Background: an optimization exercise with open tools, aiming at small area and a short achievable clock period. Do not read the settings as production practice. Where RTL was checked, it was by simulation tests only, not by an equivalence proof against the original. No functional check of the RTL was part of runs 2 and 3.

[design/flow/design.v]
module adaptive_filter(
    input wire clk,
    input wire rst_n,
    input wire [31:0] input_signal,
    input wire [31:0] desired_signal,
    output reg [31:0] filtered_signal  
);
integer i;
reg [15:0] filter_coefficients [0:7];  
reg [15:0] delay_line [0:7];           
reg [15:0] error_signal;
reg [15:0] update_value;
parameter LEARNING_RATE = 16'd10;  
always @(posedge clk or negedge rst_n)
begin
    if (!rst_n)
    begin
        for ( i = 0; i < 8; i = i + 1)  
        begin
            filter_coefficients[i] <= 16'b0;
            delay_line[i] <= 32'b0;
        end
        error_signal <= 32'b0;
        update_value <= 32'b0;
        filtered_signal <= 32'd0;  
    end
    else
    begin
        for (i = 7; i > 0; i = i - 1)  
        begin
            delay_line[i] <= delay_line[i - 1];
        end
        delay_line[0] <= input_signal;
        filtered_signal <= filter_coefficients[0] * delay_line[0];  
        for ( i = 1; i < 8; i = i + 1)
        begin
            filtered_signal <= filtered_signal + filter_coefficients[i] * delay_line[i];
        end
        error_signal <= desired_signal - filtered_signal;
        update_value <= LEARNING_RATE * error_signal * delay_line[0];
        filter_coefficients[0] <= filter_coefficients[0] + update_value;
        for (i = 1; i < 8; i = i + 1)  
        begin
            update_value <= LEARNING_RATE * error_signal * delay_line[i];
            filter_coefficients[i] <= filter_coefficients[i] + update_value;
        end
    end
end
endmodule
[design/flow/constraint.sdc]
create_clock -name core_clock -period 7.5 [get_ports {clk}]
set_input_delay 1.5000 -clock core_clock [delete_from_list [all_inputs] [get_ports {clk}]]
set_output_delay 1.5000 -clock core_clock [all_outputs]
set_load 0.01 [all_outputs]
[design/flow/run.sh]
#!/bin/bash
# synth_recipe.tcl (not shown) runs the flow's synth.tcl, then flattens the netlist and writes it again
# the make line also repeats each setting of config.mk as NAME=value (left out here)
make -C /OpenROAD-flow-scripts/flow DESIGN_CONFIG=/design/flow/config.mk WORK_HOME=/design/flow/orfs CLKGATE_MAP_FILE= SYNTH_SCRIPT=/design/flow/synth_recipe.tcl finish
[design/flow/config.mk]
export PLATFORM = sky130hd
export DESIGN_NAME = adaptive_filter
export DESIGN_NICKNAME = adaptive_filter
export VERILOG_FILES = /design/flow/design.v
export SDC_FILE = /design/flow/constraint.sdc
export NUM_CORES = 4
export LEC_CHECK = 0
export CAP_MARGIN = 20
export CORE_MARGIN = 2
export CORE_UTILIZATION = 40
export SLEW_MARGIN = 20
==> impl_results.md, run 1 <==
* Status: timing/DRC/antenna clean
* TritonCTS clock tree: built
* Die Height at between 200 and 250 um
* Routed len/inst at around 15 um
* CP startpoint kind: flop
* Max-slew violation count at 0
* Routability congestion estimate at 0.810
* Async S/R FF share, synth at between 90% and 100%
* Layout cell share with drive strength beyond 1 at ~4.3%
* Clock buffer count from CTS at 23
* Worst slew margin at approximately 31%
* Met1 Wirelength at ~18000 um
* IO Pins at 98
* Num Clock Sinks at roughly 200
* Area of the mapped netlist at about 19000 sq um
* Number of synthesized flops with an enable pin at 0
* Max-Cap Viols at 0
* Total global-route track usage at 17.3%
* Synth Register Bits at ~200
* Skew-Pair Late Insertion Delay at about 0.55 ns
* Placement Cell Area at about 21000 sq um
* Final setup vio count at 0
* Die footprint at about 50000 sq um
* First-pass GRT wire length at slightly below 70000 um
* Post-Syn Area per Cell at 10.0 sq um
* Aggregate global routing overflow at 0
* Fin nets at around 2500
* # port buffers at 63
* Vias at 12400
* Main synth FF type: dfrtp_1
* Commonest non-fill, non-tap cell in the layout: inv_1
* Post-DRT Antenna Nets at 0
* Worst Max-Slew Pin Slew at about 1.0 ns
* Final hold vios at 0
* Max Freq at between 100 and 150 MHz
* CP max FO at 10
* Tcrit/Tclk final at a little over nine tenths
* Core Area at roughly 48000 sq um
* Top Metal Used: met4
* DRT Wirelength at around 40000 um
* # rows at 80
* H-Tree Depth at 1
* Initial drt markers at a little over 400
* Root Buffer: clkbuf_16
* Ant diodes at 0
* Routed vias/inst at about 4.8
* Area Overhead vs Synth at 11.4%
* Clk buf depth at 3
* Commonest cells after routing, fill and taps aside: inv_1, fa_1, nand2_1, dfrtp_1, ha_1
* Horiz. Die Dim at 223 um
* Setup CP Type: flop to flop
* Initial Utilization at between 40% and 50%
* Vias in the first global route at 13900
* Met2 WL at 20100 um
* Cell variety after synth at slightly above 60
* Crit path DAT at ~7.5 ns
* RSZ-0062 raised after global routing: false
* HPWL after DPL at 31500 um
* Met3 Routed Length at 1320 um
* Largest net degree at the start of global routing at about 140
* Clk_skew at about 0.019 ns
* Post-synthesis sequential area ratio at 26.6%
* Pre-antenna DRT Iters at 5
* Initial antenna violation count at 0
* Yosys warnings at 3
* Syn Inst Count at between 1500 and 2000
* Residual DRC at 0
* Setup_tns at 0 ns
* Hold Path Class: flop to flop
* Crit. End Element: flop
* Post-route minimum period at around 7 ns
* Reg clk slew, reported paths at 0.06 ns
* Final instance area at 21400 sq um
* Worst EP required at slightly below 8 ns
cell families (layout without fill, tap and decap cells):
| kind of cell | count (synthesis) | count (layout) | synth area share (%) |
|---|---|---|---|
| DFF | 204 | 204 | 26.6 |
| buffers and inverters | 502 | 577 | 9.89 |
| xor gates and xnor gates | 89 | 89 | 4.39 |
| other | 1 | 2 | 0.0196 |
| and+or+nand+nor | 504 | 504 | 12.7 |
| adders and majority gates | 471 | 471 | 41.7 |
| AOI/OAI and AO/OA | 135 | 135 | 4.56 |
| muxes | 2 | 2 | 0.111 |
metal layers:
layer	up-vias	GRT usage [%]
li1	5820	-
met1	6356	23.0
met2	170	30.6
met3	53	1.73
met4	0	4.16
met5	-	0
worst paths after layout:
path	from	to	cells after the start	slack, ns
max	error_signal[3]	update_value[15]	27	0.44
min	delay_line[4][6]	delay_line[5][6]	0	0.34
max reg2reg	error_signal[3]	update_value[15]	27	0.44
min reg2reg	delay_line[4][6]	delay_line[5][6]	0	0.34
max in group asynchronous	rst_n	delay_line[4][15]	3	5.03
min in group asynchronous	rst_n	delay_line[0][0]	1	0.88
sequential cells by signal, indices dropped and copies added, names as in the netlist:
signal	cells
error_signal	15
update_value	15
filtered_signal	31
delay_line	128
filter_coefficients	15
synth_stat cells, drive strengths merged (2+ instances only):
cell | n | area, sq um
inv | 448 | 1680
fa | 281 | 5630
nand2 | 228 | 858
dfrtp | 204 | 5100
ha | 190 | 2380
and2 | 148 | 933
xnor2 | 69 | 619
nor2 | 59 | 224
clkbuf | 52 | 195
a21oi | 40 | 204
o21ai | 30 | 150
a21o | 18 | 135
xor2 | 18 | 176
nor2b | 16 | 100
nand3 | 13 | 65.1
nor3 | 11 | 55.1
nand2b | 10 | 62.6
a21boi | 7 | 52.6
o211ai | 6 | 45.0
and3 | 5 | 31.3
o21a | 5 | 37.5
a211oi | 4 | 40.0
a31oi | 4 | 25.0
o21bai | 3 | 22.5
or3 | 3 | 18.8
a2111oi | 2 | 17.5
a211o | 2 | 17.5
a31o | 2 | 17.5
buf | 2 | 18.8
nand4 | 2 | 12.5
nor3b | 2 | 15.0
nor4 | 2 | 12.5
o311ai | 2 | 17.5
o31a | 2 | 17.5
xnor3 | 2 | 45.0
stage by stage:
stage,util [%],hold WS (ns),setup WS [ns],std cells
2_1_floorplan,-,0.331,0.776,1909
3_3_place_gp,43.2,0.333,0.477,2558
3_5_place_dp,43.2,0.335,0.413,2558
4_1_cts,44.8,0.339,0.374,2597
5_1_grt,44.9,0.346,0.0463,2599
6_report,44.9,0.342,0.442,2599
area by class of cell:
cell class / count / area (sq um)
fillers: 4475 / 26200
flip-flops and latches: 204 / 5100
multi-input cells: 1203 / 12200
repair buffers: 90 / 858
clock inverters: 11 / 138
inverters: 448 / 1680
well taps: 615 / 769
clock buffers: 28 / 624
what timing repair did:
action	CTS	global route
hold endpoints to repair	0	0
buffers inserted	0	1
resized for setup	0	1
setup endpoints to repair	0	1
hold buffers	0	0
worst max-delay path, stage by stage (launching register included):
cell	delay [ns]
dfrtp_1	0.40
ha_1	0.29
ha_1	0.16
inv_1	0.06
fa_1	0.47
xnor2_2	0.28
and2_2	0.27
fa_1	0.47
inv_1	0.05
fa_1	0.47
inv_1	0.05
fa_1	0.50
inv_1	0.06
fa_1	0.53
inv_1	0.05
fa_1	0.48
inv_1	0.05
fa_1	0.48
inv_1	0.04
ha_1	0.31
and3_1	0.20
a21oi_1	0.10
o21ai_1	0.09
o21ai_0	0.18
nand2b_1	0.07
a21oi_1	0.28
xnor2_1	0.19
xnor3_1	0.33
==> inputs of run 2 (changes only) <==
==> design/flow/design.v (replaced) <==
module adaptive_filter(
    input wire clk,
    input wire rst_n,
    input wire [31:0] input_signal,
    input wire [31:0] desired_signal,
    output wire [31:0] filtered_signal
);
reg [15:0] d0, d1, d2, d3, d4, d5, d6, d7;
reg [14:0] e;        
reg [14:0] cn;       
reg [30:0] p;        
reg [30:0] fh;       
reg [3:0]  cnt;      
wire        dv  = cnt[3];
wire [14:0] d7m = dv ? d7[14:0] : 15'd0;
assign filtered_signal = {fh, 1'b0};
always @(posedge clk) begin
    d0 <= input_signal[15:0];
    d1 <= d0; d2 <= d1; d3 <= d2; d4 <= d3; d5 <= d4; d6 <= d5; d7 <= d6;
    e  <= desired_signal[14:0] - {fh[13:0], 1'b0};
end
always @(posedge clk or negedge rst_n) begin
    if (!rst_n) begin
        cnt <= 4'd0;
        cn  <= 15'd0;
        p   <= 31'd0;
        fh  <= 31'd0;
    end else begin
        if (!dv) cnt <= cnt + 4'd1;
        cn <= cn + 15'd5 * e * d7m;
        p  <= cn * d6;
        fh <= fh + p;
    end
end
endmodule
==> run 2 against run 1 <==
Still clean. Clock-buffer cell count up 6. Maximum frequency fell by 3.8%. Sequential share of layout area is 1.5 points lower. Register-to-register slack got worse by 0.28 ns.
==> impl_results.md, run 2 <==
* Status: timing/DRC/antenna clean
* Worst EP required at 7.91 ns (about the same)
* Residual DRC at 0 (unchanged)
* Capturing point of the worst reg2reg path: cn[14]
* Top-count cell post-synth: inv_1
* Area taken by flip-flops and latches at 4870 sq um (-4.6%)
* Place WS at -0.217 ns (-0.630 ns)
* Area of the mapped netlist at 19300 sq um (+0.48%)
* DRT Wirelength at 40200 um (+0.90%)
* IO Pins at 98 (unchanged)
* FF-to-FF setup slack at 0.17 ns (-0.28 ns)
* # rows at 80 (unchanged)
* Multi-input logic area at 13000 sq um (+6.7%)
* Fill count at 4508 (+0.74%)
* Worst Max-Slew Pin Slew at 0.898 ns (-0.135 ns)
* Synth Register Bits at 223 (+9.3%)
* Fin util at 45.6% (+0.69 points)
* Final hold vios at 0 (unchanged)
* Reg clk slew, reported paths at 0.07 ns (about the same)
* Crit-path slowest cell: fa_1
* Layout cell share with drive strength beyond 1 at 5.68% (+1.4 points)
* Number of synthesized flops with an enable pin at 0 (unchanged)
* Vias in the first global route at 13700 (-1.3%)
* Clk_skew at 0.0142 ns (-0.00482 ns)
* Setup CP Type: flop to flop
* Crit. End Element: flop
* Routed vias/inst at 4.96 (+3.9%)
* Crit path DAT at 7.74 ns (+0.26 ns)
* Post-DRT Antenna Nets at 0 (unchanged)
* Syn Inst Count at 1934 (+1.4%)
* Commonest non-fill, non-tap cell in the layout: inv_1
* Vias at 13100 (+5.5%)
* Pre-antenna DRT Iters at 5 (unchanged)
* Most used cell, CP: xnor2_1
* HPWL after DPL at 32400 um (+2.9%)
* Post-synthesis sequential area ratio at 25.3% (-1.3 points)
* Setup crit end: cn[14]
* Ant diodes at 0 (unchanged)
* Initial drt markers at 595 (+44%)
* Horiz. Die Dim at 223 um (+0.23%)
* WP buf/inv at 0 (-7)
* Commonest cells after routing, fill and taps aside: inv_1, fa_1, ha_1, nand2_1, dfxtp_1
* First-pass GRT wire length at 67700 um (-2.6%)
* Total global-route track usage at 16.7% (-0.68 points)
* Post-route minimum period at 7.33 ns (+0.276 ns)
* CP max FO at 2 (-8)
* Aggregate global routing overflow at 0 (unchanged)
* Largest net degree at the start of global routing at 59 (-59%)
* Area share of the leading cell type in the synthesized netlist at 27.3% (-2.0 points)
* Final instance area at 21700 sq um (+1.7%)
* Worst path top cell family by delay: adder cells
* Worst slew margin at 39.5% (+8.3 points)
* Placement Cell Area at 20700 sq um (+0.66%)
* Core Area at 47600 sq um (+0.21%)
* Clk buf depth at 3 (unchanged)
* Die footprint at 49900 sq um (+0.47%)
* WHS at 0.313 ns (-0.0295 ns)
* Die Height at 223 um (+0.23%)
* CP startpoint: e[3]
* Reg2reg start: e[3]
* CP startpoint kind: flop
* TritonCTS clock tree: built
* Hold Path Class: flop to flop
* Stages on worst setup path at 27 (unchanged)
* Fin nets at 2547 (+1.6%)
* Hold_buf cts at 0 (unchanged)
* Synth top area cells: fa_1, dfxtp_1, ha_1, dfrtp_1, inv_1
* Skew-Pair Late Insertion Delay at 0.54 ns (about the same)
* Num Clock Sinks at 223 (+9.3%)
* Worst Reg2Reg Path Length in Cells at 27 (unchanged)
* Routed len/inst at 15.2 um (-0.63%)
* Largest stage delay, worst path at 0.59 ns (+0.06 ns)
* Main synth FF type: dfxtp_1
* Max-slew violation count at 0 (unchanged)
* Max Freq at 136 MHz (-3.8%)
* Post-Syn Area per Cell at 9.96 sq um (-0.87%)
* Max-Cap Viols at 0 (unchanged)
* Yosys warnings at 1 (-2)
* Area Overhead vs Synth at 12.8%
* Final setup vio count at 0 (unchanged)
* Final setup margin at 0.166 ns (-0.276 ns)
* Largest registers: fh x31, p x31
* Most frequent cells after synthesis: inv_1, fa_1, ha_1, nand2_1, dfxtp_1
* Async S/R FF share, synth at 36.3% (-64 points)
* Clock buffer count from CTS at 26 (+13%)
* Initial Utilization at 40.4% (+0.11 points)
* Initial antenna violation count at 0 (unchanged)
* Cell variety after synth at 68 (+11%)
* RSZ-0062 raised after global routing: true
* Synth area leader: fa_1
* Tcrit/Tclk final at 97.8% (+3.7 points)
* Root Buffer: clkbuf_16
* # port buffers at 63 (unchanged)
* Routability congestion estimate at 0.868 (+7.2%)
* H-Tree Depth at 1 (unchanged)
-- run 2: layer usage --
layer  track usage, %  up-vias  part of all wire, %
met5                0        -                    0
met4             4.22        0                  2.2
met3             2.36       58                  4.7
met2             28.6      271                   49
met1             22.2     6545                   44
li1                 -     6204                    -
-- run 2: cell families (layout without fill, tap and decap cells) --
| kind of cell | count (synthesis) | after routing | share of synthesized area [%] |
|---|---|---|---|
| AOI/OAI and AO/OA | 202 | 202 | 6.91 |
| xor gates and xnor gates | 107 | 107 | 5.29 |
| adders and majority gates | 474 | 474 | 41.0 |
| buffers and inverters | 398 | 488 | 7.83 |
| DFF | 223 | 223 | 25.3 |
| muxes | 2 | 2 | 0.110 |
| other | 1 | 1 | 0.0195 |
| and+or+nand+nor | 527 | 527 | 13.5 |
-- run 2: worst min path at each step --
stage | slack [ns] | endpoint | cells after the start | startpoint
after CTS | 0.31 | d6[13] | 0 | d5[13]
after global routing | 0.32 | d6[13] | 0 | d5[13]
after detailed placement | 0.31 | d1[14] | 0 | d0[14]
after floorplan | 0.31 | d1[0] | 0 | d0[0]
final | 0.31 | d6[13] | 0 | d5[13]
after global placement | 0.31 | d1[14] | 0 | d0[14]
-- run 2: area by class of cell --
cell class | instances | area share [%]
inverter | 345 | 5.96
clock buffer | 34 | 3.57
tap | 615 | 3.54
multi-input combinational | 1313 | 59.8
clock inverter | 11 | 0.605
sequential | 223 | 22.4
timing repair buffer | 98 | 4.10
-- run 2: through the flow --
step,TNS [ns],std cells
after floorplan,0,1934
after global placement,-0.167,2590
after detailed placement,-0.217,2590
after CTS,0,2639
after global routing,-0.213,2639
final,0,2639
-- run 2: timing repair --
| item | in CTS | in global routing |
|---|---|---|
| setup buffers | 4 | 0 |
| pin swaps | 24 | 19 |
| endpoints found under the setup margin | 1 | 1 |
| resized for setup | 7 | 9 |
-- run 2: worst reg2reg max path: stages, from the launching register on --
cell and delay [ns]:
dfxtp_2 0.34, ha_4 0.24, ha_4 0.16, fa_2 0.34, a21o_1 0.18, a2111o_1 0.37, a21o_1 0.18, a21oi_2 0.15
o21bai_1 0.09, a21oi_2 0.19, xnor2_2 0.14, nand3_1 0.12, fa_1 0.59, fa_1 0.45, fa_1 0.50, fa_1 0.56
fa_1 0.46, fa_2 0.37, xnor2_2 0.15, xnor2_1 0.17, xnor2_1 0.15, xnor2_1 0.15, xnor2_1 0.15, xnor2_1 0.16
xnor3_1 0.25, xor2_1 0.18, xnor2_1 0.18, xnor3_1 0.24
==> inputs of run 3 (changes only) <==
--- a/design/flow/design.v
+++ b/design/flow/design.v
@@ -8,6 +8,6 @@
 reg [15:0] d0, d1, d2, d3, d4, d5, d6, d7;
 reg [14:0] e;        
-reg [14:0] cn;       
-reg [30:0] p;        
+reg [14:0] uh;       
+reg [14:0] ch;       
 reg [30:0] fh;       
 reg [3:0]  cnt;      
@@ -23,12 +23,12 @@
     if (!rst_n) begin
         cnt <= 4'd0;
-        cn  <= 15'd0;
-        p   <= 31'd0;
+        uh  <= 15'd0;
+        ch  <= 15'd0;
         fh  <= 31'd0;
     end else begin
         if (!dv) cnt <= cnt + 4'd1;
-        cn <= cn + 15'd5 * e * d7m;
-        p  <= cn * d6;
-        fh <= fh + p;
+        uh <= 15'd5 * e * d7m;
+        ch <= ch + uh;
+        fh <= fh + ch * d7;
     end
 end
==> run 3 against run 2 <==
Sequential share of layout area shrank 1.1 points. Synthesized cell count down 2.9%. Non-clock buffer count is 6 higher. Core utilization rose by 0.62 points. Die area fell by 3.9%. Final cell count fell by 2.5%. Clock-buffer cell count unchanged. Wire length shrank 3.3%. Worst hold slack improved by 0.0050 ns.
==> impl_results.md, run 3 <==
* Aggregate global routing overflow at 0 (unchanged)
* Post-Syn Area per Cell at 9.85 sq um (-1.1%)
* Crit. End Element: flop
* Clk buf depth at 3 (unchanged)
* Die Height at 219 um (-2.0%)
* IO Pins at 98 (unchanged)
* Clk_skew at 0.0245 ns (+0.0102 ns)
* Tcrit/Tclk final at 95.8% (-1.9 points)
* Setup_tns at 0 ns (unchanged)
* Area of the mapped netlist at 18500 sq um (-4.0%)
* Max reg flops at 31
* Main synth FF type: dfxtp_1
* Multi-input logic area at 12400 sq um (-4.8%)
* H-Tree Depth at 1 (unchanged)
* Async S/R FF share, synth at 31.3% (-5.1 points)
* Status: timing/DRC/antenna clean
* Final instance area at 21000 sq um (-3.3%)
* Commonest cells after routing, fill and taps aside: inv_1, fa_1, ha_1, nand2_1, dfxtp_1
* Yosys warnings at 1 (unchanged)
* Routed len/inst at 15.1 um (-0.81%)
* Top-count cell post-synth: inv_1
* Num Clock Sinks at 208 (-6.7%)
* Max Freq at 139 MHz (+2.0%)
* Pre-antenna DRT Iters at 4 (-1)
* Multiplexer area fraction after synthesis at 0.0609% (-0.050 points)
* Clock buffer count from CTS at 26 (unchanged)
* Fill count at 4389 (-2.6%)
* Cell Count, Final, Fillers Out at 2572 (-2.5%)
* Synth Area in Simple Gates at 13.3% (-0.25 points)
* Most frequent cells after synthesis: inv_1, fa_1, ha_1, nand2_1, dfxtp_1
* HPWL after DPL at 30900 um (-4.6%)
* First-pass GRT wire length at 66400 um (-2.0%)
* # port buffers at 63 (unchanged)
* # rows at 78 (-2.5%)
* Worst slew margin at 41.8% (+2.3 points)
* Root Buffer: clkbuf_16
* Cell variety after synth at 63 (-7.4%)
* Reg clk slew, reported paths at 0.06 ns (about the same)
* Worst Max-Slew Pin Slew at 0.872 ns (-0.0258 ns)
* Final hold vios at 0 (unchanged)
* Area taken by flip-flops and latches at 4490 sq um (-7.8%)
* Post-synthesis sequential area ratio at 24.3% (-1.0 points)
* DP Cell Count at 2523 (-2.6%)
* Skew-Pair Late Insertion Delay at 0.55 ns (about the same)
* Synth Area in Compound Gates at 5.14% (-1.8 points)
* Largest net degree at the start of global routing at 66 (+12%)
* Routability congestion estimate at 0.854 (-1.6%)
* Post-Synth XOR/XNOR Area at 4.81% (-0.48 points)
* Adder and majority gate portion of the synthesized area at 43.0% (+1.9 points)
* Biggest register: fh
* Residual DRC at 0 (unchanged)
* Number of synthesized flops with an enable pin at 0 (unchanged)
* Syn Inst Count at 1877 (-2.9%)
* DRT Wirelength at 38800 um (-3.3%)
* Hold Path Class: flop to flop
* Commonest non-fill, non-tap cell in the layout: inv_1
* Vias at 12300 (-5.7%)
* Largest family of logic cells by synthesized area: adder cells
* Initial drt markers at 443 (-26%)
* Worst EP required at 7.94 ns (+0.03 ns)
* Post-DRT Antenna Nets at 0 (unchanged)
* Die footprint at 48000 sq um (-3.9%)
* RSZ-0062 raised after global routing: false
* CP max FO at 3 (+1)
* Crit path DAT at 7.63 ns (-0.11 ns)
* Vias in the first global route at 13400 (-2.5%)
* Core Area at 45500 sq um (-4.5%)
* Initial antenna violation count at 0 (unchanged)
* Setup CP Type: flop to flop
* Routed vias/inst at 4.80 (-3.2%)
* Hold_buf cts at 0 (unchanged)
* Ant diodes at 0 (unchanged)
* Placement Cell Area at 20000 sq um (-3.6%)
* Fin nets at 2485 (-2.4%)
* Post-route minimum period at 7.19 ns (-0.146 ns)
* Final setup vio count at 0 (unchanged)
* Max-Cap Viols at 0 (unchanged)
* Area Overhead vs Synth at 13.7%
* WHS at 0.318 ns (+0.00498 ns)
* Area share of the leading cell type in the synthesized netlist at 30.3% (+3.0 points)
* TritonCTS clock tree: built
* Horiz. Die Dim at 219 um (-2.0%)
* Synth area leader: fa_1
* CP startpoint kind: flop
* Synth top area cells: fa_1, dfxtp_1, ha_1, dfrtp_1, inv_1
* Postcts setup bufs at 0 (-4)
* Synth Register Bits at 208 (-6.7%)
* Initial Utilization at 40.7% (+0.24 points)
* Total global-route track usage at 17.3% (+0.65 points)
* Max-slew violation count at 0 (unchanged)
* Layout cell share with drive strength beyond 1 at 6.29% (+0.61 points)
[run 3: through the flow]
stage	utilization [%]	setup slack, ns
global placement	43.9	-0.0158
floorplan	-	0.108
detailed placement	43.9	-0.115
CTS	46.0	0.00467
global route	46.2	0.000417
finish	46.2	0.312
[run 3: per-layer routing]
layer | GRT usage, % | part of all wire (%) | vias up
met3 | 2.00 | 3.7 | 72
met5 | 0 | 0 | -
met4 | 5.09 | 2.5 | 0
li1 | - | - | 5856
met1 | 22.9 | 45 | 6211
met2 | 29.9 | 49 | 198
[run 3: worst max-delay path, stage by stage, from the launching register on]
cell and delay (ns):
dfxtp_1 0.37, ha_4 0.22, ha_4 0.16, fa_2 0.33, a21o_1 0.20, a211o_1 0.32, a2111oi_4 0.38, nor3_2 0.12
xnor2_2 0.16, buf_4 0.15, or2_4 0.23, fa_1 0.56, fa_1 0.43, fa_1 0.47, fa_1 0.54, inv_1 0.05
fa_1 0.48, inv_1 0.06, fa_2 0.53, inv_2 0.05, ha_4 0.25, nor2_1 0.04, nor2_1 0.12, o41ai_2 0.08
buf_4 0.15, xnor2_2 0.13, xor3_1 0.36, xor2_1 0.15
[run 3: layout make-up]
| type | count | area share (%) |
|---|---|---|
| multi-input cells | 1204 | 58.9 |
| flip-flops and latches | 208 | 21.4 |
| inverters | 408 | 7.28 |
| repair buffers | 104 | 4.51 |
| well taps | 600 | 3.57 |
| clock inverters | 14 | 0.678 |
| clock buffers | 34 | 3.73 |
[run 3: logic make-up (layout without fill, tap and decap cells)]
group / after synthesis / after routing
multiplexers: 1 / 1
AO/OA/AOI/OAI: 143 / 143
XOR/XNOR: 95 / 95
buffers and inverters: 465 / 560
other: 1 / 1
adder cells (fa/ha/maj): 467 / 467
flip-flops: 208 / 208
AND/OR/NAND/NOR: 497 / 497
[run 3: worst paths after layout]
path	from	to	slack (ns)	cells after the start
worst max-delay path	e[1]	uh[14]	0.31	27
worst min-delay path	d2[1]	d3[1]	0.32	0
worst max register to register	e[1]	uh[14]	0.31	27
worst min register to register	d2[1]	d3[1]	0.32	0
max in group asynchronous	rst_n	uh[14]	6.00	2
min in group asynchronous	rst_n	cnt[2]	0.88	1
[run 3: repair_timing]
action                                  4_1_cts  5_1_grt
pin swaps                                     5       18
resized for setup                             4       17
endpoints found under the hold margin         0        0
endpoints found under the setup margin        1        1

==> afterwards: timing with drivers on the ports <==
In the flow no input, the clock included, has a driving cell. The finished layouts below were timed again as built, in two steps. Step 1 (the two cells are an assumption about what drives the block):
set clk [get_ports {clk}]
set_driving_cell -lib_cell sky130_fd_sc_hd__clkbuf_16 $clk
set_driving_cell -lib_cell sky130_fd_sc_hd__buf_2 [delete_from_list [all_inputs] $clk]
Step 2 moves the port delays by t, midway between the first and last clock arrival at a register: inputs arrive t later, outputs are due t later. That takes back most of the time a late clock gives input paths. Slacks: ideal ports / drivers / drivers and shift; pairs: ideal ports / drivers.
run	t, ns	setup slack, ns	worst data-port slew with drivers (ns)
run 1	0.591	0.442 / 0.442 / 0.442	0.05
run 2	0.584	0.166 / 0.166 / 0.166	0.08
run 3	0.596	0.312 / 0.312 / 0.312	0.05
After both steps setup and hold are still met in every run listed.
